Background: an optimization exercise with open tools, aiming at small area and a short achievable clock period. Do not read the settings as production practice.
The RTL was checked by simulation tests, not by an equivalence proof against the original design.

<file path="design.v">
module cpu_aoi222(a0, s0, a1, s1, a2, s2, y);
    input a0, s0, a1, s1, a2, s2;
    output y;
    assign y = ~((a0 & s0) | (a1 & s1) | (a2 & s2));
endmodule
module cpu_sel8_tail(d6, s6, d7, s7, n0, n1, y);
    input d6, s6, d7, s7, n0, n1;
    output y;
    assign y = ~(n0 & n1 & ~((d6 & s6) | (d7 & s7)));
endmodule
module cpu_sel7_tail(d6, s6, n0, n1, y);
    input d6, s6, n0, n1;
    output y;
    assign y = ~(n0 & n1 & ~(d6 & s6));
endmodule
module cpu_sel8(d, s, y);
    input [7:0] d, s;
    output y;
    wire n0, n1;
    cpu_aoi222    u0(d[0], s[0], d[1], s[1], d[2], s[2], n0);
    cpu_aoi222    u1(d[3], s[3], d[4], s[4], d[5], s[5], n1);
    cpu_sel8_tail u2(d[6], s[6], d[7], s[7], n0, n1, y);
endmodule
module cpu_sel7(d, s, y);
    input [6:0] d, s;
    output y;
    wire n0, n1;
    cpu_aoi222    u0(d[0], s[0], d[1], s[1], d[2], s[2], n0);
    cpu_aoi222    u1(d[3], s[3], d[4], s[4], d[5], s[5], n1);
    cpu_sel7_tail u2(d[6], s[6], n0, n1, y);
endmodule
module cpu_sel4(d, s, y);
    input [3:0] d, s;
    output y;
    assign y = |(d & s);
endmodule
module cpu_decoder(code, pc, inst);
    input  [255:0] code;
    input  [7:0]   pc;
    output [15:0]  inst;
    wire [7:0] sh = 8'b1 << pc[7:5];
    wire [7:0] sm = 8'b1 << pc[4:2];
    wire [3:0] sl = 4'b1 << pc[1:0];
    wire [46:0] s1;
    wire [18:0] s2;
    genvar j, k;
    generate
        for (j = 0; j < 32; j = j + 1) begin : g1
            wire [7:0] t;
            for (k = 0; k < 8; k = k + 1) begin : g1k
                assign t[k] = code[32 * k + j];
            end
            cpu_sel8 u(.d(t), .s(sh), .y(s1[j]));
        end
        for (j = 32; j < 47; j = j + 1) begin : g1e
            wire [6:0] t;
            for (k = 0; k < 7; k = k + 1) begin : g1k
                assign t[k] = code[32 * k + j];
            end
            cpu_sel7 u(.d(t), .s(sh[6:0]), .y(s1[j]));
        end
        for (j = 0; j < 19; j = j + 1) begin : g2
            wire [7:0] t;
            for (k = 0; k < 8; k = k + 1) begin : g2k
                assign t[k] = s1[4 * k + j];
            end
            cpu_sel8 u(.d(t), .s(sm), .y(s2[j]));
        end
        for (j = 0; j < 16; j = j + 1) begin : g3
            cpu_sel4 u(.d(s2[j +: 4]), .s(sl), .y(inst[j]));
        end
    endgenerate
endmodule
module cpu_div(a, b, quo);
    input  [7:0] a, b;
    output [7:0] quo;
    wire [9:0] b1 = {2'b0, b};
    wire [9:0] b2 = {1'b0, b, 1'b0};
    wire [9:0] b3 = b1 + b2;
    wire [9:0] nb1 = ~b1, nb2 = ~b2, nb3 = ~b3;
    wire [3:0] hz1 = {1'b1, b[7:6] == 0, b[7:4] == 0, b[7:2] == 0};
    wire [3:0] hz2 = {~b[7], b[7:5] == 0, b[7:3] == 0, b[7:1] == 0};
    wire [3:0] hz3 = {b <= 8'd85, b <= 8'd21, b <= 8'd5, b <= 8'd1};
    wire [7:0] rem [0:4];
    assign rem[4] = 8'b0;
    genvar s;
    generate
        for (s = 3; s >= 0; s = s - 1) begin : gs
            localparam W = 8 - 2 * s;
            wire [W-1:0] x;
            if (W == 2) begin : gx2
                assign x = a[2*s +: 2];
            end else begin : gxn
                assign x = {rem[s + 1][W-3:0], a[2*s +: 2]};
            end
            wire [W:0] d1, d2, d3;
            wire ge1, ge2, ge3;
            if (W == 8) begin : gc
                wire [W:0] w1, w2, w3;
                assign w1[0] = 1'b0;
                assign w2[0] = 1'b0;
                assign w3[0] = 1'b0;
                genvar i;
                for (i = 0; i < W; i = i + 1) begin : gw
                    assign w1[i+1] = (~x[i] & b1[i]) | ((~x[i] | b1[i]) & w1[i]);
                    assign w2[i+1] = (~x[i] & b2[i]) | ((~x[i] | b2[i]) & w2[i]);
                    assign w3[i+1] = (~x[i] & b3[i]) | ((~x[i] | b3[i]) & w3[i]);
                end
                assign d1 = {W+1{1'b0}};
                assign d2 = {W+1{1'b0}};
                assign d3 = {W+1{1'b0}};
                assign ge1 = hz1[3-s] & ~w1[W];
                assign ge2 = hz2[3-s] & ~w2[W];
                assign ge3 = hz3[3-s] & ~w3[W];
            end else begin : gs
                assign d1 = {1'b0, x} + {1'b1, nb1[W-1:0]} + 1'b1;
                assign d2 = {1'b0, x} + {1'b1, nb2[W-1:0]} + 1'b1;
                assign d3 = {1'b0, x} + {1'b1, nb3[W-1:0]} + 1'b1;
                assign ge1 = hz1[3-s] & ~d1[W];
                assign ge2 = hz2[3-s] & ~d2[W];
                assign ge3 = hz3[3-s] & ~d3[W];
            end
            assign quo[2*s+1] = ge2;
            assign quo[2*s]   = ge3 | (ge1 & ~ge2);
            wire [W-1:0] r = ({W{ge3}} & d3[W-1:0]) | ({W{ge2 & ~ge3}} & d2[W-1:0]) |
                             ({W{ge1 & ~ge2}} & d1[W-1:0]) | ({W{~ge1}} & x);
            if (W == 8) begin : gr8
                assign rem[s] = r;
            end else begin : grn
                assign rem[s] = {{(8-W){1'b0}}, r};
            end
        end
    endgenerate
endmodule
module cpu_fa(a, b, ci, s, c);
    input a, b, ci;
    output s, c;
    assign {c, s} = a + b + ci;
endmodule
module cpu_mul(a, b, p);
    input  [7:0] a, b;
    output [7:0] p;
    wire [7:0] r [0:7];
    genvar i;
    generate
        for (i = 0; i < 8; i = i + 1) begin : gr
            assign r[i] = (a & {8{b[i]}}) << i;
        end
    endgenerate
    wire [7:0] s1 = r[0] ^ r[1] ^ r[2];
    wire [7:0] c1 = ((r[0] & r[1]) | (r[0] & r[2]) | (r[1] & r[2])) << 1;
    wire [7:0] s2 = r[3] ^ r[4] ^ r[5];
    wire [7:0] c2 = ((r[3] & r[4]) | (r[3] & r[5]) | (r[4] & r[5])) << 1;
    wire [7:0] s3 = s1 ^ c1 ^ s2;
    wire [7:0] c3 = ((s1 & c1) | (s1 & s2) | (c1 & s2)) << 1;
    wire [7:0] s4 = c2 ^ r[6] ^ r[7];
    wire [7:0] c4 = ((c2 & r[6]) | (c2 & r[7]) | (r[6] & r[7])) << 1;
    wire [7:0] s5 = s3 ^ c3 ^ s4;
    wire [7:0] c5 = ((s3 & c3) | (s3 & s4) | (c3 & s4)) << 1;
    assign p = s5 + c5 + c4;
endmodule
module cpu_rdport(regs, sel, q);
    input  [63:0] regs;
    input  [7:0]  sel;
    output [7:0]  q;
    genvar j, k;
    generate
        for (j = 0; j < 8; j = j + 1) begin : g
            wire [7:0] t;
            for (k = 0; k < 8; k = k + 1) begin : gk
                assign t[k] = regs[8 * k + j];
            end
            cpu_sel8 u(t, sel, q[j]);
        end
    endgenerate
endmodule
module cpu_ha(a, b, s, c);
    input a, b;
    output s, c;
    assign {c, s} = a + b;
endmodule
module cpu_sel6(d, s, y);
    input [5:0] d, s;
    output y;
    wire n0, n1;
    cpu_aoi222 u0(d[0], s[0], d[1], s[1], d[2], s[2], n0);
    cpu_aoi222 u1(d[3], s[3], d[4], s[4], d[5], s[5], n1);
    assign y = ~(n0 & n1);
endmodule
module cpu_sel3(d, s, y);
    input [2:0] d, s;
    output y;
    wire n;
    cpu_aoi222 u(d[0], s[0], d[1], s[1], d[2], s[2], n);
    assign y = ~n;
endmodule
module cpu_adder(a, b, en_b, inv, cin, sum, g, p);
    input  [7:0] a, b;
    input        en_b, inv, cin;
    output [7:0] sum, g, p;
    wire [7:0] bb = (b & {8{en_b}}) ^ {8{inv}};
    wire [8:0] c;
    assign c[0] = cin;
    genvar i;
    generate
        for (i = 0; i < 8; i = i + 1) begin : g_bit
            cpu_ha h(.a(a[i]), .b(bb[i]), .s(p[i]), .c(g[i]));
            assign c[i+1] = g[i] | (p[i] & c[i]);
        end
    endgenerate
    assign sum = p ^ c[7:0];
endmodule
module cpu_cmp(a, d, b, same, lt, eq);
    input  [7:0] a, d, b;
    input        same;
    output       lt, eq;
    wire [8:0] w;
    assign w[0] = 1'b0;
    genvar i;
    generate
        for (i = 0; i < 8; i = i + 1) begin : g
            assign w[i+1] = (~d[i] & b[i]) | ((~d[i] | b[i]) & w[i]);
        end
    endgenerate
    assign lt = !same && w[8];
    assign eq = same || (a == {b[6:0], 1'b0});
endmodule
module cpu_ctrl(op, reset, cmp_state, pc, en_b, inv, cin, s_res, wr, s_pc, is_out, is_sub, seq);
    input  [4:0] op;
    input        reset;
    input  [1:0] cmp_state;
    input  [7:0] pc;
    output       en_b, inv, cin;
    output [5:0] s_res;
    output       wr;
    output [2:0] s_pc;
    output       is_out, is_sub;
    output [7:0] seq;
    wire z43 = ~op[4] & ~op[3];
    wire o01 = ~op[4] & op[3];
    wire lg  = op[4] & ~op[3] & ~op[2] & ~(op[1] & op[0]);
    wire as  = o01 & (op[2] ? ~op[1] : op[1]);
    wire is_imm = z43 & ~op[2] & ~op[1] & ~op[0];
    wire is_mul = o01 & op[2] & op[1] & ~op[0];
    wire is_div = o01 & op[2] & op[1] & op[0];
    wire is_add = o01 & op[2] & ~op[1] & ~op[0];
    assign is_out = z43 & ~op[2] & ~op[1] & op[0];
    assign is_sub = o01 & op[2] & ~op[1] & op[0];
    assign en_b = is_add | is_sub | lg;
    assign inv  = as & op[0];
    assign cin  = as & (op[2] ~^ op[0]);
    assign s_res = {as, lg & (op[1] | op[0]), lg & ~op[1], is_imm, is_div, is_mul};
    assign wr = is_imm | as | is_mul | is_div | lg;
    wire jr = ~op[4] & (op[3] ? ~op[2] & ~op[1] : op[2] | op[1]);
    wire [1:0] k = op[3] ? 2'd2 : {1'b0, op[1]};
    wire tk = jr & (z43 & ~op[2] | cmp_state == k);
    assign s_pc = {!reset && !tk, !reset && tk && !op[0], !reset && tk && op[0]};
    reg [4:0] len;
    always @* begin
        case (op)
            5'd0:                 len = 5'd16;
            5'd1, 5'd5, 5'd7, 5'd9,
            5'd10, 5'd11:         len = 5'd8;
            5'd4, 5'd6, 5'd8:     len = 5'd13;
            5'd12, 5'd13, 5'd14, 5'd15,
            5'd16, 5'd17, 5'd18:  len = 5'd11;
            default:              len = 5'd0;
        endcase
    end
    assign seq = pc + {3'b0, len};
endmodule
module cpu_cpu(clk, reset, code, out);
    input clk, reset;
    input  [255:0] code;
    output reg [7:0] out;
    reg [7:0] pc;
    reg [7:0] regs [0:7];
    reg [1:0] cmp_state;
    wire [15:0] inst;
    cpu_decoder decoder(.code(code), .pc(pc), .inst(inst));
    wire [4:0] op    = inst[4:0];
    wire [2:0] ra    = inst[7:5];
    wire [2:0] rb    = inst[10:8];
    wire [7:0] imm_i = inst[15:8];
    wire [7:0] imm_j = inst[12:5];
    wire [7:0] ra_oh = 8'b1 << ra;
    wire [7:0] rb_oh = 8'b1 << rb;
    wire [63:0] rflat = {regs[7], regs[6], regs[5], regs[4],
                         regs[3], regs[2], regs[1], regs[0]};
    wire [7:0] a, b;
    cpu_rdport rda(.regs(rflat), .sel(ra_oh), .q(a));
    cpu_rdport rdb(.regs(rflat), .sel(rb_oh), .q(b));
    wire en_b, inv, cin, wr, is_out, is_sub;
    wire [5:0] s_res;
    wire [2:0] s_pc;
    wire [7:0] seq;
    cpu_ctrl ctrl(.op(op), .reset(reset), .cmp_state(cmp_state), .pc(pc),
                  .en_b(en_b), .inv(inv), .cin(cin), .s_res(s_res), .wr(wr),
                  .s_pc(s_pc), .is_out(is_out), .is_sub(is_sub), .seq(seq));
    wire [7:0] sum, g, p, prod, quo, res, pc_next;
    wire lt, eq;
    cpu_adder adder(.a(a), .b(b), .en_b(en_b), .inv(inv), .cin(cin), .sum(sum), .g(g), .p(p));
    cpu_cmp cmp(.a(a), .d(sum), .b(b), .same(ra == rb), .lt(lt), .eq(eq));
    cpu_mul mul(.a(a), .b(b), .p(prod));
    cpu_div div(.a(a), .b(b), .quo(quo));
    genvar j;
    generate
        for (j = 0; j < 8; j = j + 1) begin : g_res
            cpu_sel6 ur(.d({sum[j], p[j], g[j], imm_i[j], quo[j], prod[j]}), .s(s_res), .y(res[j]));
            cpu_sel3 up(.d({seq[j], imm_j[j], a[j]}), .s(s_pc), .y(pc_next[j]));
        end
    endgenerate
    integer k;
    always @(posedge clk) begin
        pc <= pc_next;
        if (!reset) begin
            for (k = 0; k < 8; k = k + 1)
                if (wr && ra_oh[k])
                    regs[k] <= res;
            if (is_sub)
                cmp_state <= lt ? 2'd0 : eq ? 2'd1 : 2'd2;
            if (is_out)
                out <= a;
        end
    end
endmodule
</file>
<file path="flow/run.sh">
#!/bin/bash
# Standard layout, with the smallest buffer on the ports and timing repair
# aiming 7 ns past the clock period.
set -euo pipefail
bash standard.sh "BUFFER_PORTS_ARGS=-buffer_cell sky130_fd_sc_hd__buf_1" SETUP_SLACK_MARGIN=7 finish > make_finish.log 2>&1
</file>
<file path="standard.sh">
#!/bin/bash
# synth_recipe.tcl (not shown) runs the flow's synth.tcl, then flattens the netlist and writes it again
# the make line also repeats each setting of config.mk as NAME=value (left out here)
make -C /OpenROAD-flow-scripts/flow DESIGN_CONFIG=/design/flow/config.mk WORK_HOME=/design/flow/orfs CLKGATE_MAP_FILE= SYNTH_SCRIPT=/design/flow/synth_recipe.tcl "${@:-finish}"
</file>
<file path="config.mk">
export PLATFORM = sky130hd
export DESIGN_NAME = cpu_cpu
export DESIGN_NICKNAME = cpu_cpu
export VERILOG_FILES = /design/flow/design.v
export SDC_FILE = /design/flow/constraint.sdc
export NUM_CORES = 4
export LEC_CHECK = 0
export CAP_MARGIN = 20
export CORE_MARGIN = 2
export CORE_UTILIZATION = 50
export CTS_BUF_LIST = sky130_fd_sc_hd__clkbuf_8
export SLEW_MARGIN = 20
export SYNTH_HIERARCHICAL = 1
export SYNTH_MINIMUM_KEEP_SIZE = 0
</file>
<file path="constraint.sdc">
create_clock -name core_clock -period 22.0 [get_ports {clk}]
set_input_delay 4.4000 -clock core_clock [delete_from_list [all_inputs] [get_ports {clk}]]
set_output_delay 4.4000 -clock core_clock [all_outputs]
set_load 0.01 [all_outputs]
</file>
==> impl_metrics.yaml, run 1 <==
outcome:
  status: "complete, no violations"
timing:
  max_slew_margin_pct: 30.6
  post-route-period-util_pct: 65.2
  skew_ps: 11.8
  max_freq_ghz: 0.0698
  rsz0062_at_grt: "no"
  worstMarginPinSlew_ps: 1040
  finalMaxSlewViolations: 0
  fin_crit_ps: 14340
  hold_viol_final: 0
  setup_viol: 0
  tns_ps: 0
drt:
  ant_nets: 0
  drcViolationCount: 0
  detail_route.iter0.violations: 2150
  viasPerCell: 7.06
  dr.pass1.iters: 16
  wire_per_inst_um: 22.5
  num_vias: 11900
  routed_wl_um: 37900
setup_path:
  rr_endpoint: "regs[5][0]"
  startpoint_type: "input port"
  ff2ff_path_depth: 36
  startpoint: "code[18]"
  cp_max_fo: 12
  crit_path_end_kind: "flip-flop"
  cp_top_family: "compound AO/OA/AOI/OAI gates"
  cp_common_cell: "a222oi_1"
  path_buf_inv: 3
  reg2reg_slack_ps: 10550
  worst-setup-path-type: "in -> reg"
  cp.required_ps: 22060
  critPathMaxStageDelay_ps: 540
  worst_path_max_delay_cell: "a222oi_1"
  arrival_ps: 14400
  reg2reg_from: "pc[7]"
grt:
  grt_use_met1_pct: 48.6
  grt_busiest_layer: "met2"
  antenna_found_initial: 0
  met2_usage_pct: 52.0
  grtUsageTotal_pct: 33.4
  met3_usage_pct: 3.13
  grt_pass1_vias: 10800
  grt_max_degree: 48
  overflow: 0
  grt_pass1_wl_um: 58700
final_layout:
  mostFrequentLayoutCell: "buf_1"
  num-nets-final: 1767
  fillers: 1873
  num_antenna_cells: 0
  multi_input_area_mm2: 0.00774
  area_growth_pct: 16.2
  fin_area_mm2: 0.0121
  area.sequential_mm2: 0.00238
  instances_no_fill: 1681
  drive_gt1_share_pct: 7.16
  layout_common_cells: "buf_1, a222oi_1, a22oi_1"
placed_design:
  dp_hpwl_um: 28100
  gp_congestion: 0.936
  dpl.cell_count: 1662
  postPlaceCellArea_mm2: 0.0118
  portBuffers: 265
hold_path:
  hold_path_end: "pc[0]"
  hold_depth: 3
  min_from: "pc[0]"
  hold_class: "reg -> reg"
logic_synthesis:
  synthCells: 1127
  netlist_area_mm2: 0.0104
  synth_nets: 1488
  synth_top_flop_cell: "edfxtp_1"
  synthDistinctLibCells: 84
  ys.warnings.count: 11
  synthArstFlopShare_pct: 0
  postSynthAreaPerCell_um2: 9.22
  synth_edf_count: 74
  ys_ff_latch: 82
  ys_seq_area_share_pct: 22.9
clocking:
  htreeDepth: 3
  clk_latency_ps: 370
  cts.path.max_buffers: 2
  clock_sinks: 82
  holdBufCountCts: 0
  cts_made_buffers: 9
  clk_pin_slew_ps: 90
  clock-root-buffer: "clkbuf_8"
  cts_tree: "yes"
die:
  design.portCount: 266
  core_area_mm2: 0.0203
  dieWidth_um: 148
  start_util_pct: 51.2
  dieArea_mm2: 0.0220
  rows: 52
  dieHeight_um: 148
flow_run:
  maxCapViolCount: 0
## per-stage QoR
stage	hold WS (ps)	util, %	worst slack (ps)
after floorplan	628	-	8300
after global placement	663	58.0	7340
after detailed placement	689	58.0	7170
after CTS	713	59.0	7530
after global routing	776	59.5	7080
final	712	59.5	7660
## worst min-delay path, stage by stage (launching register included)
cell and delay [ps]:
dfxtp_1 400, ha_1 160, a222oi_1 80, inv_1 60
## synthesized netlist by cell type, types with 7 or more instances
master	number	area share (%)
a211oi_1	7	0.51
a21o_1	11	0.79
a21oi_1	24	1.2
a222oi_1	189	18
a22oi_1	101	7.3
a31oi_1	7	0.42
and2_1	19	1.1
buf_2	9	0.43
buf_4	9	0.65
dfxtp_1	8	1.5
edfxtp_1	74	21
fa_1	24	4.6
ha_1	79	9.5
inv_1	60	2.2
nand2_1	97	3.5
nand2b_1	10	0.60
nand3_1	93	4.5
nand4_1	7	0.42
nor2_1	49	1.8
nor2b_1	20	1.2
nor3_1	15	0.72
nor3b_1	10	0.72
o21a_1	10	0.72
o21ai_0	12	0.58
or2_1	7	0.42
xnor2_1	31	2.6
xor2_1	20	1.7
## timing repair
| item | in CTS | in global routing |
|---|---|---|
| resized for setup | 0 | 15 |
| endpoints found under the setup margin | 0 | 16 |
| setup buffers | 0 | 3 |
## Yosys stat by module (local to each module, per instance), a selection
module | area, um^2 | flip-flops and latches | cells
cpu_div | 2480 | 0 | 325
cpu_adder | 256 | 0 | 33
cpu_cmp | 224 | 0 | 35
cpu_ha | 12.5 | 0 | 1
cpu_sel7_tail | 8.76 | 0 | 2
cpu_mul | 763 | 0 | 81
cpu_sel6 | 3.75 | 0 | 1
cpu_sel8_tail | 12.5 | 0 | 2
cpu_ctrl | 559 | 0 | 82
cpu_sel4 | 18.8 | 0 | 3
cpu_aoi222 | 10.0 | 0 | 1
cpu_cpu | 2640 | 82 | 127
cpu_sel3 | 3.75 | 0 | 1
## per-layer routing
metal,up-vias,part of all wire (%)
met1,5626,42
met3,79,10
met4,0,3.5
met2,771,44
met5,-,0
li1,5400,-
## state kept, by name, summed over array words and instances, names as in the netlist
name       cells
regs          64
cmp_state      2
pc             8
out            8
## worst max path at each step
stage          slack [ps]  cells after the start    endpoint
3_5_place_dp         7170                     38  regs[4][1]
2_1_floorplan        8300                     40  regs[0][1]
5_1_grt              7080                     36  regs[5][0]
6_report             7660                     36  regs[5][0]
4_1_cts              7530                     38  regs[1][1]
3_3_place_gp         7340                     38  regs[3][1]
## area by class of cell
cell class / instances / share of cell area [%]
Clock inverter: 7 / 0.580
Multi-Input combinational cell: 960 / 64.1
Clock buffer: 9 / 1.03
Inverter: 63 / 1.99
Tap cell: 270 / 2.80
Timing Repair Buffer: 290 / 9.79
Sequential cell: 82 / 19.7
## cells by family (layout without fill, tap and decap cells)
| group | Yosys count | count (layout) | share of synthesized area (%) |
|---|---|---|---|
| fa+ha+maj | 107 | 107 | 14.6 |
| simple gates | 372 | 372 | 18.5 |
| compound gates | 423 | 423 | 35.1 |
| xor+xnor | 54 | 54 | 4.83 |
| buf+inv | 85 | 369 | 3.72 |
| flops | 82 | 82 | 22.9 |
| mux | 4 | 4 | 0.397 |
==> run 2, diff against run 1 <==
--- a/design.v
+++ b/design.v
@@ -3,31 +3,15 @@
     output y;
     assign y = ~((a0 & s0) | (a1 & s1) | (a2 & s2));
 endmodule
-module cpu_sel8_tail(d6, s6, d7, s7, n0, n1, y);
-    input d6, s6, d7, s7, n0, n1;
-    output y;
-    assign y = ~(n0 & n1 & ~((d6 & s6) | (d7 & s7)));
-endmodule
-module cpu_sel7_tail(d6, s6, n0, n1, y);
-    input d6, s6, n0, n1;
-    output y;
-    assign y = ~(n0 & n1 & ~(d6 & s6));
-endmodule
 module cpu_sel8(d, s, y);
     input [7:0] d, s;
     output y;
-    wire n0, n1;
-    cpu_aoi222    u0(d[0], s[0], d[1], s[1], d[2], s[2], n0);
-    cpu_aoi222    u1(d[3], s[3], d[4], s[4], d[5], s[5], n1);
-    cpu_sel8_tail u2(d[6], s[6], d[7], s[7], n0, n1, y);
+    assign y = |(d & s);
 endmodule
 module cpu_sel7(d, s, y);
     input [6:0] d, s;
     output y;
-    wire n0, n1;
-    cpu_aoi222    u0(d[0], s[0], d[1], s[1], d[2], s[2], n0);
-    cpu_aoi222    u1(d[3], s[3], d[4], s[4], d[5], s[5], n1);
-    cpu_sel7_tail u2(d[6], s[6], n0, n1, y);
+    assign y = |(d & s);
 endmodule
 module cpu_sel4(d, s, y);
     input [3:0] d, s;
==> flow/run.sh (replaced) <==
#!/bin/bash
# Standard layout, with the smallest buffer on the ports and timing repair
# aiming 8.5 ns past the clock period.
set -euo pipefail
bash standard.sh "BUFFER_PORTS_ARGS=-buffer_cell sky130_fd_sc_hd__buf_1" SETUP_SLACK_MARGIN=8.5 finish > make_finish.log 2>&1
==> impl_metrics.yaml, run 2 <==
final_layout:
  mostFrequentLayoutCell: "a22oi_1"
  area.sequential_mm2: 0.00238
  num-nets-final: 1847
  top_regs: "regs: 64 flops, out: 8 flops, pc: 8 flops"
  fillers: 1922
  regMostFlops: "regs"
  largest_register_ffs: 64
  layout_common_cells: "a22oi_1, buf_1, ha_1"
  fin_area_mm2: 0.0127
  instances_no_fill: 1767
  multi_input_area_mm2: 0.00809
  drive_gt1_share_pct: 10.1
  area_growth_pct: 19.8
drt:
  routed_wl_um: 41500
  drcViolationCount: 0
  viasPerCell: 6.97
  dr.pass1.iters: 8
  num_vias: 12300
  wire_per_inst_um: 23.5
  ant_nets: 0
  detail_route.iter0.violations: 1656
grt:
  met3_usage_pct: 4.60
  grt_busiest_layer: "met2"
  grtUsageTotal_pct: 36.3
  grt_pass1_vias: 11500
  grt_pass1_wl_um: 63700
  overflow: 0
  met2_usage_pct: 58.0
  antenna_found_initial: 1
  grt_use_met1_pct: 48.9
  grt_max_degree: 48
die:
  core_area_mm2: 0.0209
  dieArea_mm2: 0.0223
  dieWidth_um: 149
  dieHeight_um: 149
  start_util_pct: 50.6
  rows: 53
  design.portCount: 266
logic_synthesis:
  synthArstFlopShare_pct: 0
  ys_ff_latch: 82
  synth_area_leaders: "a22oi_1, edfxtp_1, ha_1, fa_1, nand4_1"
  synth_top_flop_cell: "edfxtp_1"
  ys_seq_area_share_pct: 22.5
  synthDistinctLibCells: 81
  synth_edf_count: 74
  synthCells: 1180
  synth_most_common_cell: "a22oi_1"
  synth_nets: 1541
  synth_common_cells: "a22oi_1, ha_1, nand2_1"
  synth_top_cell_by_area: "a22oi_1"
  synth_top_area_share_pct: 23.7
  netlist_area_mm2: 0.0106
  postSynthAreaPerCell_um2: 8.96
  ys.warnings.count: 11
setup_path:
  startpoint: "code[32]"
  cp.required_ps: 22180
  critPathMaxStageDelay_ps: 470
  cp_common_cell: "inv_1"
  worst_path_max_delay_cell: "or4_1"
  arrival_ps: 13300
  worst-setup-path-type: "in -> reg"
  reg2reg_from: "pc[5]"
  crit_path_end_kind: "flip-flop"
  startpoint_type: "input port"
  cp_max_fo: 21
timing:
  rsz0062_at_grt: "no"
  hold_viol_final: 0
  fin_crit_ps: 13120
  max_freq_ghz: 0.0762
  setup_viol: 0
  post-route-period-util_pct: 59.6
  layout_setup_ws_ps: 8880
  worstMarginPinSlew_ps: 1160
  finalMaxSlewViolations: 0
  skew_ps: 16.2
  tns_ps: 0
  max_slew_margin_pct: 22.2
clocking:
  cts_tree: "yes"
  clk_latency_ps: 370
  clk_pin_slew_ps: 100
  htreeDepth: 3
  clock-root-buffer: "clkbuf_8"
  cts_made_buffers: 9
  cts.path.max_buffers: 2
  clock_sinks: 82
outcome:
  status: "complete, no violations"
flow_run:
  maxCapViolCount: 0
placed_design:
  pre_cts_ws_ps: 6960
  dpl.cell_count: 1728
  postPlaceCellArea_mm2: 0.0121
  dp_hpwl_um: 31200
  gp_congestion: 0.946
  portBuffers: 265
hold_path:
  min_from: "pc[0]"
  hold_class: "reg -> reg"
==> run 2: worst max-delay path: cells and delay by family <==
family | cells | cell delay [ps]
AND/OR/NAND/NOR | 12 | 2510
adder cells (fa/ha/maj) | 6 | 1940
AO/OA/AOI/OAI | 16 | 3340
buffers and inverters | 8 | 1070
==> run 2: routing by layer <==
metal / vias to the layer above / wire (um)
li1: 5533 / -
met1: 5866 / 16700
met2: 797 / 19200
met3: 118 / 3540
met4: 0 / 2020
met5: - / 0
==> run 2: through the flow <==
stage / hold slack, ps / utilization (%)
2_1_floorplan: 628 / -
3_3_place_gp: 669 / 57.7
3_5_place_dp: 674 / 57.7
4_1_cts: 699 / 59.5
5_1_grt: 726 / 60.7
6_report: 708 / 60.7
==> run 2: repair_timing <==
action                     in CTS  in global routing
setup endpoints to repair      16                 16
pin swaps                       6                 18
buffers inserted                9                 13
resized for setup              25                 31
hold buffers                    0                  0
hold endpoints to repair        0                  0
==> run 2: Yosys stat by module (local to each module, per instance), a selection <==
module,cell area (um^2),times used,cells,flops+latches
cpu_cpu,2640,1,127,82
cpu_div,2390,1,311,0
cpu_mul,768,1,81,0
cpu_adder,256,1,33,0
cpu_sel8,36.3,67,5,0
cpu_sel6,3.75,8,1,0
cpu_sel3,3.75,8,1,0
==> run 2: layout make-up <==
cell class / instances / share of cell area [%]
Multi-Input combinational cell: 1011 / 63.8
Sequential cell: 82 / 18.8
Timing Repair Buffer: 317 / 11.1
Tap cell: 275 / 2.72
Inverter: 65 / 2.03
Clock buffer: 9 / 0.977
Clock inverter: 7 / 0.583
Antenna cell: 1 / 0.0197
==> run 2: kinds of logic after synthesis <==
family / after synthesis / synth area share (%)
AOI/OAI and AO/OA: 502 / 36.4
and+or+nand+nor: 339 / 17.4
adders and majority gates: 110 / 14.6
buffers and inverters: 87 / 3.73
DFF: 82 / 22.5
xor gates and xnor gates: 59 / 5.23
muxes: 1 / 0.106
==> run 2: final timing paths <==
check | slack [ps] | cells after the start | endpoint
worst max-delay path | 8880 | 42 | regs[2][0]
worst min-delay path | 710 | 3 | pc[0]
worst max register to register | 11520 | 43 | regs[2][0]
worst min register to register | 710 | 3 | pc[0]
==> run 3, diff against run 2 <==
--- a/config.mk
+++ b/config.mk
@@ -7,7 +7,7 @@
 export LEC_CHECK = 0
 export CAP_MARGIN = 20
 export CORE_MARGIN = 2
-export CORE_UTILIZATION = 50
+export CORE_UTILIZATION = 60
 export CTS_BUF_LIST = sky130_fd_sc_hd__clkbuf_8
 export SLEW_MARGIN = 20
 export SYNTH_HIERARCHICAL = 1
==> impl_metrics.yaml, run 3 <==
timing:
  max_slew_margin_pct: 22.4
  post-route-period-util_pct: 60.3
  worstMarginPinSlew_ps: 1160
  timing.hold.ws_ps: 704
  skew_ps: 13.0
  tns_ps: 0
  hold_viol_final: 0
  layout_setup_ws_ps: 8740
  finalMaxSlewViolations: 0
  fin_crit_ps: 13260
  setup_viol: 0
  rsz0062_at_grt: "no"
  max_freq_ghz: 0.0754
logic_synthesis:
  postSynthAreaPerCell_um2: 8.96
  synth_top_cell_by_area: "a22oi_1"
  ys_ff_latch: 82
  ys.warnings.count: 11
  netlist_area_mm2: 0.0106
  synthArstFlopShare_pct: 0
  synth_nets: 1541
  synth_top_flop_cell: "edfxtp_1"
  synthCells: 1180
  synth_top_area_share_pct: 23.7
  ys_seq_area_share_pct: 22.5
  synth_area_leaders: "a22oi_1, edfxtp_1, ha_1, fa_1, nand4_1"
  synthDistinctLibCells: 81
  synth_common_cells: "a22oi_1, ha_1, nand2_1"
  synth_most_common_cell: "a22oi_1"
  synth_edf_count: 74
setup_path:
  cp.required_ps: 22170
  worst_path_max_delay_cell: "or4_1"
  worst-path-stages: 44
  rr_endpoint: "regs[3][0]"
  arrival_ps: 13440
  startpoint_type: "input port"
  reg2reg_slack_ps: 11370
  cp_top_family: "compound AO/OA/AOI/OAI gates"
  reg2reg_from: "pc[5]"
  ff2ff_path_depth: 43
  crit_path_end_kind: "flip-flop"
  worst-setup-path-type: "in -> reg"
  critPathMaxStageDelay_ps: 460
  cp_max_fo: 8
  path_buf_inv: 9
grt:
  grtUsageTotal_pct: 39.6
  grt_max_degree: 48
  grt_pass1_wl_um: 58900
  grt_pass1_vias: 11300
  overflow: 0
  antenna_found_initial: 0
hold_path:
  hold_depth: 3
  hold_class: "reg -> reg"
  min_from: "pc[0]"
  hold_path_end: "pc[0]"
die:
  dieWidth_um: 137
  rows: 48
  start_util_pct: 61.4
  dieHeight_um: 137
  design.portCount: 266
  dieArea_mm2: 0.0187
  core_area_mm2: 0.0172
outcome:
  status: "complete, no violations"
drt:
  dr.pass1.iters: 9
  viasPerCell: 7.29
  drcViolationCount: 0
  detail_route.iter0.violations: 2155
  num_vias: 12600
  ant_nets: 0
  routed_wl_um: 39000
  wire_per_inst_um: 22.5
placed_design:
  portBuffers: 265
  dpl.cell_count: 1674
  gp_congestion: 0.974
  dp_hpwl_um: 28300
  postPlaceCellArea_mm2: 0.0120
  pre_cts_ws_ps: 7090
clocking:
  cts.path.max_buffers: 2
  cts_tree: "yes"
  clk_latency_ps: 370
  htreeDepth: 3
  cts_made_buffers: 9
  clock-root-buffer: "clkbuf_8"
  clk_pin_slew_ps: 100
  holdBufCountCts: 0
  clock_sinks: 82
final_layout:
  mostFrequentLayoutCell: "a22oi_1"
  regMostFlops: "regs"
  num-nets-final: 1865
  num_antenna_cells: 0
  drive_gt1_share_pct: 11.8
  fillers: 1328
  layout_common_cells: "a22oi_1, buf_1, ha_1"
  top_regs: "regs: 64 flops, out: 8 flops, pc: 8 flops"
  instances_no_fill: 1734
  utilization_pct: 74.3
  largest_register_ffs: 64
  fin_area_mm2: 0.0128
  area_growth_pct: 21.1
flow_run:
  maxCapViolCount: 0
## run 3: cell types whose count changed in the layout (fill, tap and decap cells not counted), moves of 2 or more
| cell | change |
|---|---|
| buf_4 | +15 |
| inv_6 | -4 |
| clkinvlp_4 | +3 |
| inv_1 | -3 |
| buf_12 | +2 |
| ha_4 | +2 |
| inv_2 | +2 |
| nor2_1 | -2 |
| nor2_2 | +2 |
## run 3: worst max path at each step
stage,startpoint,endpoint,slack [ps]
6_report,code[32],regs[3][0],8740
5_1_grt,code[33],regs[3][0],8380
4_1_cts,code[32],regs[3][0],8530
3_5_place_dp,code[32],regs[1][0],7090
3_3_place_gp,code[32],regs[0][0],7290
2_1_floorplan,code[32],regs[0][1],8610
## run 3: metal layers
layer  global-route usage, %  wire length, um  part of all wire, %  vias up
met5                       0                0                    0        -
met4                    14.6             1500                  3.8        0
met3                    5.44             4690                   12      140
met2                    64.4            17800                   46     1065
met1                    53.9            14900                   38     5844
li1                        -                -                    -     5585
## run 3: cell families after synthesis
family	Yosys count	synth area share (%)
adders and majority gates	110	14.6
and+or+nand+nor	339	17.4
xor gates and xnor gates	59	5.23
AOI/OAI and AO/OA	502	36.4
buffers and inverters	87	3.73
DFF	82	22.5
muxes	1	0.106
## run 3: area by class of cell
type | instances | area (um^2) | area share (%)
clock buffer | 9 | 124 | 0.967
clock inverter | 7 | 73.8 | 0.576
inverter | 65 | 262 | 2.04
multi-input combinational | 1012 | 8130 | 63.5
sequential | 82 | 2380 | 18.6
tap | 225 | 282 | 2.20
timing repair buffer | 334 | 1550 | 12.1
## run 3: worst min-delay path: stages (launching register included)
cell and delay [ps]:
dfxtp_1 400, ha_1 150, a222oi_1 80, inv_1 50
## run 3: modules after synthesis (local to each module, per instance), excerpt
module,cells inside,cell area (um^2)
cpu_adder,33,256
cpu_div,311,2390
cpu_cpu,127,2640
cpu_sel3,1,3.75
cpu_sel7,4,30.0
cpu_sel4,3,18.8
cpu_ha,1,12.5
cpu_sel8,5,36.3
cpu_cmp,35,224
cpu_ctrl,82,559
cpu_sel6,1,3.75
cpu_decoder,20,153
cpu_mul,81,768
cpu_aoi222,1,10.0
## run 3: repair_timing
action | 4_1_cts | 5_1_grt
pin swaps | 7 | 36
setup endpoints to repair | 16 | 16
setup buffers | 7 | 36
hold endpoints to repair | 0 | 0
resized for setup | 26 | 45
gates cloned | 0 | 1
==> run 4, diff against run 3 <==
--- a/config.mk
+++ b/config.mk
@@ -7,7 +7,7 @@
 export LEC_CHECK = 0
 export CAP_MARGIN = 20
 export CORE_MARGIN = 2
-export CORE_UTILIZATION = 60
+export CORE_UTILIZATION = 45
 export CTS_BUF_LIST = sky130_fd_sc_hd__clkbuf_8
 export SLEW_MARGIN = 20
 export SYNTH_HIERARCHICAL = 1
==> impl_metrics.yaml, run 4 <==
grt:
  met2_usage_pct: 56.4
  grt_max_degree: 48
  grt_use_met1_pct: 45.8
  grt_pass1_wl_um: 65300
  grt_pass1_vias: 11600
  overflow: 0
  grtUsageTotal_pct: 33.7
  met3_usage_pct: 3.47
  antenna_found_initial: 4
  grt_busiest_layer: "met2"
setup_path:
  worst_path_max_delay_cell: "a2111oi_4"
  startpoint_type: "input port"
  arrival_ps: 13100
  cp_common_cell: "nand4_1"
  cp_max_fo: 9
  worst-setup-path-type: "in -> reg"
  critPathMaxStageDelay_ps: 460
  cp.required_ps: 22080
  crit_path_end_kind: "flip-flop"
drt:
  viasPerCell: 6.74
  num_vias: 12400
  drcViolationCount: 0
  routed_wl_um: 43000
  ant_nets: 0
  dr.pass1.iters: 10
  detail_route.iter0.violations: 1629
  wire_per_inst_um: 23.3
clocking:
  htreeDepth: 3
  cts.path.max_buffers: 2
  cts_tree: "yes"
  clock_sinks: 82
  cts_made_buffers: 9
  clock-root-buffer: "clkbuf_8"
  clk_pin_slew_ps: 100
  holdBufCountCts: 0
  clk_latency_ps: 380
final_layout:
  num-nets-final: 1878
  area_growth_pct: 23.6
  multi_input_area_mm2: 0.00816
  top_regs: "regs: 64 flops, out: 8 flops, pc: 8 flops"
  area.sequential_mm2: 0.00238
  utilization_pct: 56.2
  drive_gt1_share_pct: 13.2
  mostFrequentLayoutCell: "a22oi_1"
  largest_register_ffs: 64
  layout_common_cells: "a22oi_1, buf_1, buf_4"
  regMostFlops: "regs"
  fillers: 2237
timing:
  post-route-period-util_pct: 59.1
  worstMarginPinSlew_ps: 1180
  fin_crit_ps: 13010
  tns_ps: 0
  setup_viol: 0
  finalMaxSlewViolations: 0
  max_freq_ghz: 0.0769
  hold_viol_final: 0
  rsz0062_at_grt: "no"
  max_slew_margin_pct: 21.3
  skew_ps: 13.4
logic_synthesis:
  synth_top_cell_by_area: "a22oi_1"
  ys.warnings.count: 11
  synth_top_area_share_pct: 23.7
  synthCells: 1180
  postSynthAreaPerCell_um2: 8.96
  synth_nets: 1541
  synth_top_flop_cell: "edfxtp_1"
  synthDistinctLibCells: 81
  ys_ff_latch: 82
  netlist_area_mm2: 0.0106
  synth_edf_count: 74
  synthArstFlopShare_pct: 0
  synth_common_cells: "a22oi_1, ha_1, nand2_1"
  synth_area_leaders: "a22oi_1, edfxtp_1, ha_1, fa_1, nand4_1"
  synth_most_common_cell: "a22oi_1"
  ys_seq_area_share_pct: 22.5
flow_run:
  maxCapViolCount: 0
die:
  rows: 56
  start_util_pct: 45.5
  dieWidth_um: 157
  core_area_mm2: 0.0233
  design.portCount: 266
  dieArea_mm2: 0.0247
  dieHeight_um: 157
placed_design:
  dp_hpwl_um: 32000
  gp_congestion: 0.929
  portBuffers: 265
hold_path:
  hold_class: "reg -> reg"
outcome:
  status: "complete, no violations"
-- run 4: cell counts after synthesis --
No cell type changed its count.
-- run 4: timing repair --
action	in CTS	in global routing
gates resized for setup	31	54
buffers inserted	7	46
endpoints found under the setup margin	16	16
gates cloned	0	2
pin swaps	8	41
-- run 4: kinds of logic after synthesis --
group	synth area share, %
buffers and inverters	3.73
AND/OR/NAND/NOR	17.4
multiplexers	0.106
XOR/XNOR	5.23
flip-flops	22.5
AO/OA/AOI/OAI	36.4
adder cells (fa/ha/maj)	14.6
-- run 4: final cells by class --
class | count | area share [%]
multi-input cells | 1012 | 62.4
flip-flops and latches | 82 | 18.2
repair buffers | 347 | 12.7
well taps | 319 | 3.05
inverters | 65 | 2.06
clock buffers | 9 | 0.947
clock inverters | 7 | 0.584
diodes | 4 | 0.0765
-- run 4: stage by stage --
step,cell area (um^2),std cells,setup slack (ps),hold WS (ps)
2_1_floorplan,10600,1180,8610,628
3_3_place_gp,12100,1770,6890,673
3_5_place_dp,12100,1770,6830,686
4_1_cts,12500,1793,8510,713
5_1_grt,13100,1845,8500,743
6_report,13100,1845,8990,720
-- run 4: final timing paths --
| check | from | endpoint | slack, ps | cells after the start |
|---|---|---|---|---|
| setup reg to reg | pc[5] | regs[3][0] | 11520 | 40 |
| hold / removal | pc[0] | pc[0] | 720 | 3 |
| hold reg to reg | pc[0] | pc[0] | 720 | 3 |
| setup / recovery | code[90] | regs[3][0] | 8990 | 40 |
-- run 4: routing by layer --
layer	vias up	share of wire [%]
li1	5611	-
met2	728	48
met5	-	0
met1	5993	42
met4	0	3.0
met3	103	7.4
-- run 4: critical path, delay by kind of cell --
kind	cells	cell delay (ps)
fa+ha+maj	6	1850
buf+inv	6	800
compound gates	15	3290
simple gates	13	2750
-- run 4: per-module statistics from Yosys, one instance, submodules excluded, excerpt --
module	cells inside	cell area (um^2)	times used	flip-flops and latches
cpu_sel6	1	3.75	8	0
cpu_sel8	5	36.3	67	0
cpu_sel4	3	18.8	16	0
cpu_decoder	20	153	1	0
cpu_aoi222	1	10.0	24	0
cpu_ctrl	82	559	1	0
cpu_div	311	2390	1	0
cpu_sel7	4	30.0	15	0
cpu_mul	81	768	1	0
cpu_cpu	127	2640	1	82
cpu_cmp	35	224	1	0
cpu_sel3	1	3.75	8	0
cpu_ha	1	12.5	8	0
cpu_adder	33	256	1	0
==> run 5, diff against run 4 <==
==> flow/run.sh (replaced) <==
#!/bin/bash
# Standard layout, with the smallest buffer on the ports and timing repair
# aiming 10 ns past the clock period.
set -euo pipefail
bash standard.sh "BUFFER_PORTS_ARGS=-buffer_cell sky130_fd_sc_hd__buf_1" SETUP_SLACK_MARGIN=10 finish > make_finish.log 2>&1
--- a/config.mk
+++ b/config.mk
@@ -7,7 +7,7 @@
 export LEC_CHECK = 0
 export CAP_MARGIN = 20
 export CORE_MARGIN = 2
-export CORE_UTILIZATION = 45
+export CORE_UTILIZATION = 50
 export CTS_BUF_LIST = sky130_fd_sc_hd__clkbuf_8
 export SLEW_MARGIN = 20
 export SYNTH_HIERARCHICAL = 1
==> impl_metrics.yaml, run 5 <==
setup_path:
  critPathMaxStageDelay_ps: 400
  rr_endpoint: "regs[6][0]"
  crit_path_end_kind: "flip-flop"
  cp_common_cell: "buf_4"
  ff2ff_path_depth: 42
  cp_max_fo: 8
  reg2reg_from: "pc[5]"
  worst_path_max_delay_cell: "a222oi_1"
  startpoint_type: "input port"
  arrival_ps: 12780
  reg2reg_slack_ps: 11760
  cp.required_ps: 22060
  worst-setup-path-type: "in -> reg"
timing:
  fin_crit_ps: 12710
  post-route-period-util_pct: 57.8
  max_slew_margin_pct: 34.7
  tns_ps: 0
  max_freq_ghz: 0.0787
  worstMarginPinSlew_ps: 980
  hold_viol_final: 0
  skew_ps: 15.8
  setup_viol: 0
  rsz0062_at_grt: "yes"
  finalMaxSlewViolations: 0
drt:
  routed_wl_um: 47100
  num_vias: 13300
  viasPerCell: 6.97
  drcViolationCount: 0
  wire_per_inst_um: 24.6
  detail_route.iter0.violations: 1824
  ant_nets: 0
  dr.pass1.iters: 10
die:
  rows: 53
  design.portCount: 266
  dieArea_mm2: 0.0223
  dieHeight_um: 149
  dieWidth_um: 149
  start_util_pct: 50.6
  core_area_mm2: 0.0209
flow_run:
  maxCapViolCount: 0
logic_synthesis:
  synth_top_cell_by_area: "a22oi_1"
  ys_seq_area_share_pct: 22.5
  synth_edf_count: 74
  synth_top_flop_cell: "edfxtp_1"
  synth_nets: 1541
  synthCells: 1180
  postSynthAreaPerCell_um2: 8.96
  ys.warnings.count: 11
  synth_area_leaders: "a22oi_1, edfxtp_1, ha_1, fa_1, nand4_1"
  synthDistinctLibCells: 81
  synth_common_cells: "a22oi_1, ha_1, nand2_1"
  ys_ff_latch: 82
  synth_most_common_cell: "a22oi_1"
  synth_top_area_share_pct: 23.7
  netlist_area_mm2: 0.0106
  synthArstFlopShare_pct: 0
final_layout:
  regMostFlops: "regs"
  instances_no_fill: 1912
  layout_common_cells: "a22oi_1, buf_1, buf_4"
  fillers: 1710
  mostFrequentLayoutCell: "a22oi_1"
  drive_gt1_share_pct: 24.1
  area_growth_pct: 37.5
  top_regs: "regs: 64 flops, out: 8 flops, pc: 8 flops"
  largest_register_ffs: 64
  fin_area_mm2: 0.0145
  num-nets-final: 1988
outcome:
  status: "complete, no violations"
placed_design:
  dp_hpwl_um: 32400
  dpl.cell_count: 1727
  postPlaceCellArea_mm2: 0.0122
  portBuffers: 265
  gp_congestion: 0.959
grt:
  grt_max_degree: 48
  overflow: 0
  antenna_found_initial: 5
  grtUsageTotal_pct: 39.9
  grt_pass1_wl_um: 69400
  grt_pass1_vias: 12400
clocking:
  clk_pin_slew_ps: 90
  cts.path.max_buffers: 2
  clk_latency_ps: 360
  clock_sinks: 82
  holdBufCountCts: 0
  clock-root-buffer: "clkbuf_8"
  cts_tree: "yes"
  htreeDepth: 3
  cts_made_buffers: 9
hold_path:
  hold_path_end: "pc[0]"
  hold_class: "reg -> reg"
  hold_depth: 3
  min_from: "pc[0]"
==> run 5: metal layers <==
layer / global-route usage (%) / vias to the layer above / share of wire [%]
met1: 51.3 / 6367 / 38
met3: 6.37 / 175 / 10
li1: - / 5835 / -
met2: 65.0 / 941 / 47
met4: 20.1 / 0 / 5.3
met5: 0 / - / 0
==> run 5: per-module statistics from Yosys, one instance, submodules excluded, a selection <==
| module | area, um^2 | flip-flops and latches |
|---|---|---|
| cpu_cpu | 2640 | 82 |
| cpu_sel8 | 36.3 | 0 |
| cpu_div | 2390 | 0 |
| cpu_ctrl | 559 | 0 |
| cpu_sel3 | 3.75 | 0 |
| cpu_adder | 256 | 0 |
| cpu_mul | 768 | 0 |
| cpu_cmp | 224 | 0 |
| cpu_sel4 | 18.8 | 0 |
| cpu_aoi222 | 10.0 | 0 |
==> run 5: layout make-up <==
| cell class | instances | area (um^2) | area share (%) |
|---|---|---|---|
| multi-input combinational | 1013 | 8720 | 60.0 |
| timing repair buffer | 456 | 2600 | 17.9 |
| sequential | 82 | 2380 | 16.4 |
| tap | 275 | 344 | 2.37 |
| inverter | 65 | 293 | 2.01 |
| clock buffer | 9 | 124 | 0.852 |
| clock inverter | 7 | 66.3 | 0.456 |
| antenna | 5 | 12.5 | 0.0860 |
==> run 5: cells by family after synthesis <==
group           Yosys count  synth area share (%)
mux                       1                 0.106
fa+ha+maj               110                  14.6
simple gates            339                  17.4
xor+xnor                 59                  5.23
compound gates          502                  36.4
buf+inv                  87                  3.73
flops                    82                  22.5
==> run 5: how the worst max path moves through the flow <==
stage	slack, ps	start	endpoint
final	9290	code[88]	regs[6][0]
after global placement	8210	code[37]	regs[0][0]
after floorplan	9690	code[32]	regs[0][0]
after detailed placement	8160	code[37]	regs[3][0]
after global routing	8920	code[133]	regs[2][1]
after CTS	9700	code[37]	regs[6][0]
==> run 5: critical path, delay by kind of cell <==
kind | cells | cell delay [ps]
compound gates | 16 | 3530
simple gates | 12 | 2250
buf+inv | 11 | 1730
fa+ha+maj | 3 | 830
==> run 5: stage by stage <==
step                      util [%]  hold slack [ps]  setup WS (ps)
final                         69.6              733           9290
after floorplan                  -              628           9690
after detailed placement      58.3              680           8160
after global placement        58.3              660           8210
after global routing          69.6              786           8920
after CTS                     66.4              702           9700
==> run 5: repair_timing <==
action / in CTS / in global routing
hold endpoints to repair: 0 / 0
pin swaps: 102 / 85
buffers inserted: 109 / 51
gates resized for setup: 141 / 52
setup endpoints to repair: 29 / 34
cloned: 2 / 1
==> run 6, diff against run 5 <==
==> flow/run.sh (replaced) <==
#!/bin/bash
# Standard layout, with the smallest buffer on the ports and timing repair
# aiming 8 ns past the clock period.
set -euo pipefail
bash standard.sh "BUFFER_PORTS_ARGS=-buffer_cell sky130_fd_sc_hd__buf_1" SETUP_SLACK_MARGIN=8 finish > make_finish.log 2>&1
==> impl_metrics.yaml, run 6 <==
clocking:
  clock-root-buffer: "clkbuf_8"
  clock_sinks: 82
  htreeDepth: 3
  cts_made_buffers: 9
  clk_pin_slew_ps: 90
  cts_tree: "yes"
  clk_latency_ps: 360
  holdBufCountCts: 0
  cts.path.max_buffers: 2
die:
  rows: 53
  design.portCount: 266
  dieHeight_um: 149
  dieArea_mm2: 0.0223
  start_util_pct: 50.6
  dieWidth_um: 149
  core_area_mm2: 0.0209
setup_path:
  path_buf_inv: 7
  crit_path_end_kind: "flip-flop"
  cp_top_family: "compound AO/OA/AOI/OAI gates"
  cp.required_ps: 22200
  cp_common_cell: "nand4_1"
  cp_max_fo: 18
  critPathMaxStageDelay_ps: 470
  worst-setup-path-type: "in -> reg"
  startpoint_type: "input port"
  worst_path_max_delay_cell: "or4_1"
  arrival_ps: 13630
timing:
  skew_ps: 16.6
  post-route-period-util_pct: 61.0
  hold_viol_final: 0
  worstMarginPinSlew_ps: 1130
  tns_ps: 0
  layout_setup_ws_ps: 8570
  fin_crit_ps: 13430
  rsz0062_at_grt: "no"
  setup_viol: 0
  finalMaxSlewViolations: 0
  max_freq_ghz: 0.0745
  max_slew_margin_pct: 24.2
logic_synthesis:
  ys.warnings.count: 11
  synthDistinctLibCells: 81
  ys_ff_latch: 82
  synth_top_cell_by_area: "a22oi_1"
  ys_seq_area_share_pct: 22.5
  postSynthAreaPerCell_um2: 8.96
  synth_common_cells: "a22oi_1, ha_1, nand2_1"
  synthArstFlopShare_pct: 0
  synthCells: 1180
  netlist_area_mm2: 0.0106
  synth_nets: 1541
  synth_top_flop_cell: "edfxtp_1"
  synth_most_common_cell: "a22oi_1"
  synth_top_area_share_pct: 23.7
  synth_edf_count: 74
  synth_area_leaders: "a22oi_1, edfxtp_1, ha_1, fa_1, nand4_1"
final_layout:
  drive_gt1_share_pct: 9.07
  instances_no_fill: 1753
  num-nets-final: 1833
  fin_area_mm2: 0.0126
  regMostFlops: "regs"
  largest_register_ffs: 64
  mostFrequentLayoutCell: "a22oi_1"
  area_growth_pct: 18.7
  layout_common_cells: "a22oi_1, buf_1, ha_1"
  top_regs: "regs: 64 flops, out: 8 flops, pc: 8 flops"
placed_design:
  dpl.cell_count: 1723
  gp_congestion: 0.972
  postPlaceCellArea_mm2: 0.0120
  dp_hpwl_um: 31200
  portBuffers: 265
  pre_cts_ws_ps: 6640
drt:
  drcViolationCount: 0
  num_vias: 12200
  viasPerCell: 6.98
  routed_wl_um: 41400
  ant_nets: 0
  dr.pass1.iters: 9
  detail_route.iter0.violations: 1667
  wire_per_inst_um: 23.6
grt:
  grt_pass1_wl_um: 63100
  grt_pass1_vias: 11300
  antenna_found_initial: 1
  grtUsageTotal_pct: 36.0
  overflow: 0
  grt_max_degree: 48
hold_path:
  hold_class: "reg -> reg"
outcome:
  status: "complete, no violations"
flow_run:
  maxCapViolCount: 0
[run 6: cell counts after synthesis]
Identical to the previous run, type by type.
[run 6: layout make-up]
| type | count | area (um^2) |
|---|---|---|
| diodes | 1 | 2.50 |
| well taps | 275 | 344 |
| fillers | 1911 | 8330 |
| multi-input cells | 1011 | 8060 |
| clock inverters | 7 | 106 |
| inverters | 65 | 255 |
| repair buffers | 303 | 1290 |
| clock buffers | 9 | 124 |
| flip-flops and latches | 82 | 2380 |
[run 6: metrics by stage]
step	hold WS (ps)	utilization [%]
after global routing	747	60.1
after global placement	657	57.4
after floorplan	628	-
after CTS	705	59.2
after detailed placement	684	57.4
final	706	60.1
[run 6: per-module statistics from Yosys, one instance, submodules excluded, a selection]
module	cell area, um^2	flip-flops and latches	times used
cpu_cpu	2640	82	1
cpu_div	2390	0	1
cpu_mul	768	0	1
cpu_ctrl	559	0	1
cpu_adder	256	0	1
cpu_cmp	224	0	1
cpu_decoder	153	0	1
cpu_sel8	36.3	0	67
cpu_sel7	30.0	0	15
cpu_sel4	18.8	0	16
cpu_aoi222	10.0	0	24
cpu_sel6	3.75	0	8
cpu_sel3	3.75	0	8
[run 6: metal layers]
metal,up-vias,global-route usage [%],share of wire [%]
met1,5841,49.7,41
met4,0,12.0,3.2
met2,804,58.4,47
met5,-,0,0
li1,5509,-,-
met3,81,4.48,8.7
[run 6: what timing repair did]
item	in CTS	in global routing
setup endpoints to repair	16	16
buffers inserted	6	7
pin swaps	4	12
gates resized for setup	19	32
[run 6: final timing paths]
kind | from | to | slack (ps) | cells after the start
min | pc[0] | pc[0] | 710 | 3
max | code[125] | regs[1][0] | 8570 | 41
max reg2reg | pc[5] | regs[1][0] | 11300 | 42
min reg2reg | pc[0] | pc[0] | 710 | 3
[run 6: cell families after synthesis]
| kind of cell | after synthesis | synth area share, % |
|---|---|---|
| AO/OA/AOI/OAI | 502 | 36.4 |
| XOR/XNOR | 59 | 5.23 |
| adder cells (fa/ha/maj) | 110 | 14.6 |
| buffers and inverters | 87 | 3.73 |
| flip-flops | 82 | 22.5 |
| multiplexers | 1 | 0.106 |
| AND/OR/NAND/NOR | 339 | 17.4 |
[run 6: worst register-to-register path, delay by kind of cell, from the launching register on]
kind | cells | cell delay (ps)
fa+ha+maj | 6 | 1520
simple gates | 15 | 4350
flops | 1 | 610
buf+inv | 6 | 840
compound gates | 15 | 3240
==> run 7, diff against run 6 <==
==> flow/run.sh (replaced) <==
#!/bin/bash
# Standard layout, with the smallest buffer on the ports and timing repair
# aiming 9 ns past the clock period.
set -euo pipefail
bash standard.sh "BUFFER_PORTS_ARGS=-buffer_cell sky130_fd_sc_hd__buf_1" SETUP_SLACK_MARGIN=9 finish > make_finish.log 2>&1
==> impl_metrics.yaml, run 7 <==
outcome:
  status: "complete, no violations"
hold_path:
  hold_depth: 3
  hold_path_end: "pc[0]"
  min_from: "pc[0]"
  hold_class: "reg -> reg"
logic_synthesis:
  ys.warnings.count: 11
  synth_common_cells: "a22oi_1, ha_1, nand2_1"
  synth_most_common_cell: "a22oi_1"
  synth_edf_count: 74
  synthArstFlopShare_pct: 0
  synth_top_cell_by_area: "a22oi_1"
  synth_nets: 1541
  synth_top_area_share_pct: 23.7
  synth_top_flop_cell: "edfxtp_1"
  postSynthAreaPerCell_um2: 8.96
  synthDistinctLibCells: 81
  netlist_area_mm2: 0.0106
  ys_seq_area_share_pct: 22.5
  ys_ff_latch: 82
  synthCells: 1180
  synth_area_leaders: "a22oi_1, edfxtp_1, ha_1, fa_1, nand4_1"
clocking:
  htreeDepth: 3
  holdBufCountCts: 0
  clock-root-buffer: "clkbuf_8"
  cts_tree: "yes"
  cts_made_buffers: 9
  cts.path.max_buffers: 2
  clk_latency_ps: 380
  clock_sinks: 82
  clk_pin_slew_ps: 110
placed_design:
  gp_congestion: 0.985
  dp_hpwl_um: 31700
  portBuffers: 265
  dpl.cell_count: 1727
  pre_cts_ws_ps: 7480
  postPlaceCellArea_mm2: 0.0121
drt:
  drcViolationCount: 0
  ant_nets: 0
  num_vias: 12700
  detail_route.iter0.violations: 1704
  wire_per_inst_um: 24.1
  routed_wl_um: 44300
  viasPerCell: 6.93
  dr.pass1.iters: 11
setup_path:
  reg2reg_slack_ps: 12070
  cp_max_fo: 8
  rr_endpoint: "regs[2][0]"
  cp.required_ps: 22220
  worst-setup-path-type: "in -> reg"
  reg2reg_from: "pc[5]"
  arrival_ps: 12970
  crit_path_end_kind: "flip-flop"
  startpoint_type: "input port"
  worst_path_max_delay_cell: "or4_1"
  critPathMaxStageDelay_ps: 460
  ff2ff_path_depth: 43
final_layout:
  instances_no_fill: 1837
  largest_register_ffs: 64
  regMostFlops: "regs"
  drive_gt1_share_pct: 16.5
  top_regs: "regs: 64 flops, out: 8 flops, pc: 8 flops"
  fin_area_mm2: 0.0135
  num-nets-final: 1916
  layout_common_cells: "a22oi_1, buf_1, buf_4"
  mostFrequentLayoutCell: "a22oi_1"
  area_growth_pct: 27.4
  fillers: 1841
  utilization_pct: 64.5
timing:
  tns_ps: 0
  setup_viol: 0
  fin_crit_ps: 12750
  skew_ps: 21.0
  max_slew_margin_pct: 26.3
  worstMarginPinSlew_ps: 1100
  layout_setup_ws_ps: 9250
  post-route-period-util_pct: 58.0
  hold_viol_final: 0
  max_freq_ghz: 0.0784
  finalMaxSlewViolations: 0
  rsz0062_at_grt: "no"
  timing.hold.ws_ps: 749
grt:
  grtUsageTotal_pct: 37.1
  overflow: 0
  antenna_found_initial: 1
  grt_max_degree: 48
  grt_pass1_wl_um: 64700
  grt_pass1_vias: 11400
die:
  dieWidth_um: 149
  rows: 53
  start_util_pct: 50.6
  dieHeight_um: 149
  design.portCount: 266
  core_area_mm2: 0.0209
  dieArea_mm2: 0.0223
flow_run:
  maxCapViolCount: 0
-- run 7: layout make-up --
| class | instances | area (um^2) | share of cell area, % |
|---|---|---|---|
| timing repair buffer | 384 | 1980 | 14.7 |
| sequential | 82 | 2380 | 17.7 |
| antenna | 2 | 5.00 | 0.0372 |
| multi-input combinational | 1013 | 8280 | 61.5 |
| tap | 275 | 344 | 2.55 |
| inverter | 65 | 280 | 2.08 |
| clock buffer | 9 | 124 | 0.919 |
| clock inverter | 7 | 81.3 | 0.604 |
-- run 7: what timing repair did --
action	CTS	global route
buffers inserted	17	71
pin swaps	16	67
resized for setup	42	63
setup endpoints to repair	16	16
gates cloned	0	4
-- run 7: worst max-delay path, delay by kind of cell --
kind	cells	cell delay (ps)
compound gates	15	3270
fa+ha+maj	6	1820
buf+inv	8	930
simple gates	13	2510
-- run 7: kinds of logic after synthesis --
logic type	after synthesis	share of synthesized area [%]
compound gates	502	36.4
mux	1	0.106
simple gates	339	17.4
fa+ha+maj	110	14.6
xor+xnor	59	5.23
buf+inv	87	3.73
flops	82	22.5
-- run 7: worst max path at each step --
| stage | start | endpoint | slack [ps] | depth (start not counted) |
|---|---|---|---|---|
| floorplan | code[32] | regs[0][1] | 9030 | 42 |
| detailed placement | code[177] | regs[0][1] | 7480 | 41 |
| CTS | code[33] | regs[2][0] | 9010 | 42 |
| global route | code[32] | regs[7][1] | 8880 | 41 |
| finish | code[36] | regs[2][0] | 9250 | 42 |
| global placement | code[177] | regs[0][0] | 7740 | 40 |
-- run 7: modules after synthesis, one instance, submodules excluded, excerpt --
module | flops+latches | copies in the design | cells inside | cell area [um^2]
cpu_aoi222 | 0 | 24 | 1 | 10.0
cpu_cmp | 0 | 1 | 35 | 224
cpu_ctrl | 0 | 1 | 82 | 559
cpu_decoder | 0 | 1 | 20 | 153
cpu_ha | 0 | 8 | 1 | 12.5
cpu_mul | 0 | 1 | 81 | 768
cpu_sel3 | 0 | 8 | 1 | 3.75
cpu_sel4 | 0 | 16 | 3 | 18.8
cpu_sel6 | 0 | 8 | 1 | 3.75
cpu_sel7 | 0 | 15 | 4 | 30.0
cpu_sel8 | 0 | 67 | 5 | 36.3
-- run 7: metal layers --
metal  track usage [%]  routed length, um  vias up
li1                  -                  -     5669
met3              5.21               4130      134
met4              16.7               2340        0
met5                 0                  0        -
met2              59.6              20300      875
met1              49.6              17500     6053

-- re-timing with driven ports --
The flow's constraints put no driver on any port. The routed layouts listed below were extracted and timed again, unchanged, in two steps.
Step 1 sets driving cells, clkbuf_16 on the clock port and buf_2 on the other inputs (assumed; they add their load-dependent delay and slew).
Step 2 also shifts input and output timing later by t, the mid clock arrival at the registers, as if the neighbouring blocks saw the same clock.
a / b / c = no drivers / after step 1 / after step 2; a / b = the first two.
| run | t (ns) | setup slack, ns | worst setup path after step 2 | worst register clock-pin slew, ns |
|---|---|---|---|---|
| run 1 | 0.401 | 7.664 / 7.679 / 7.278 | input to register | 0.09 / 0.09 |
| run 2 | 0.399 | 8.879 / 8.883 / 8.484 | input to register | 0.10 / 0.10 |
| run 3 | 0.394 | 8.736 / 8.748 / 8.354 | input to register | 0.10 / 0.10 |
| run 4 | 0.403 | 8.988 / 8.991 / 8.588 | input to register | 0.10 / 0.10 |
| run 5 | 0.396 | 9.287 / 9.299 / 8.903 | input to register | 0.10 / 0.10 |
| run 6 | 0.391 | 8.573 / 8.587 / 8.196 | input to register | 0.10 / 0.10 |
| run 7 | 0.404 | 9.249 / 9.254 / 8.850 | input to register | 0.11 / 0.11 |
After both steps setup and hold are still met in every run listed. For run 4, which loses most, drivers alone change the setup slack by +0.003 ns; drivers and shift together by -0.400 ns.
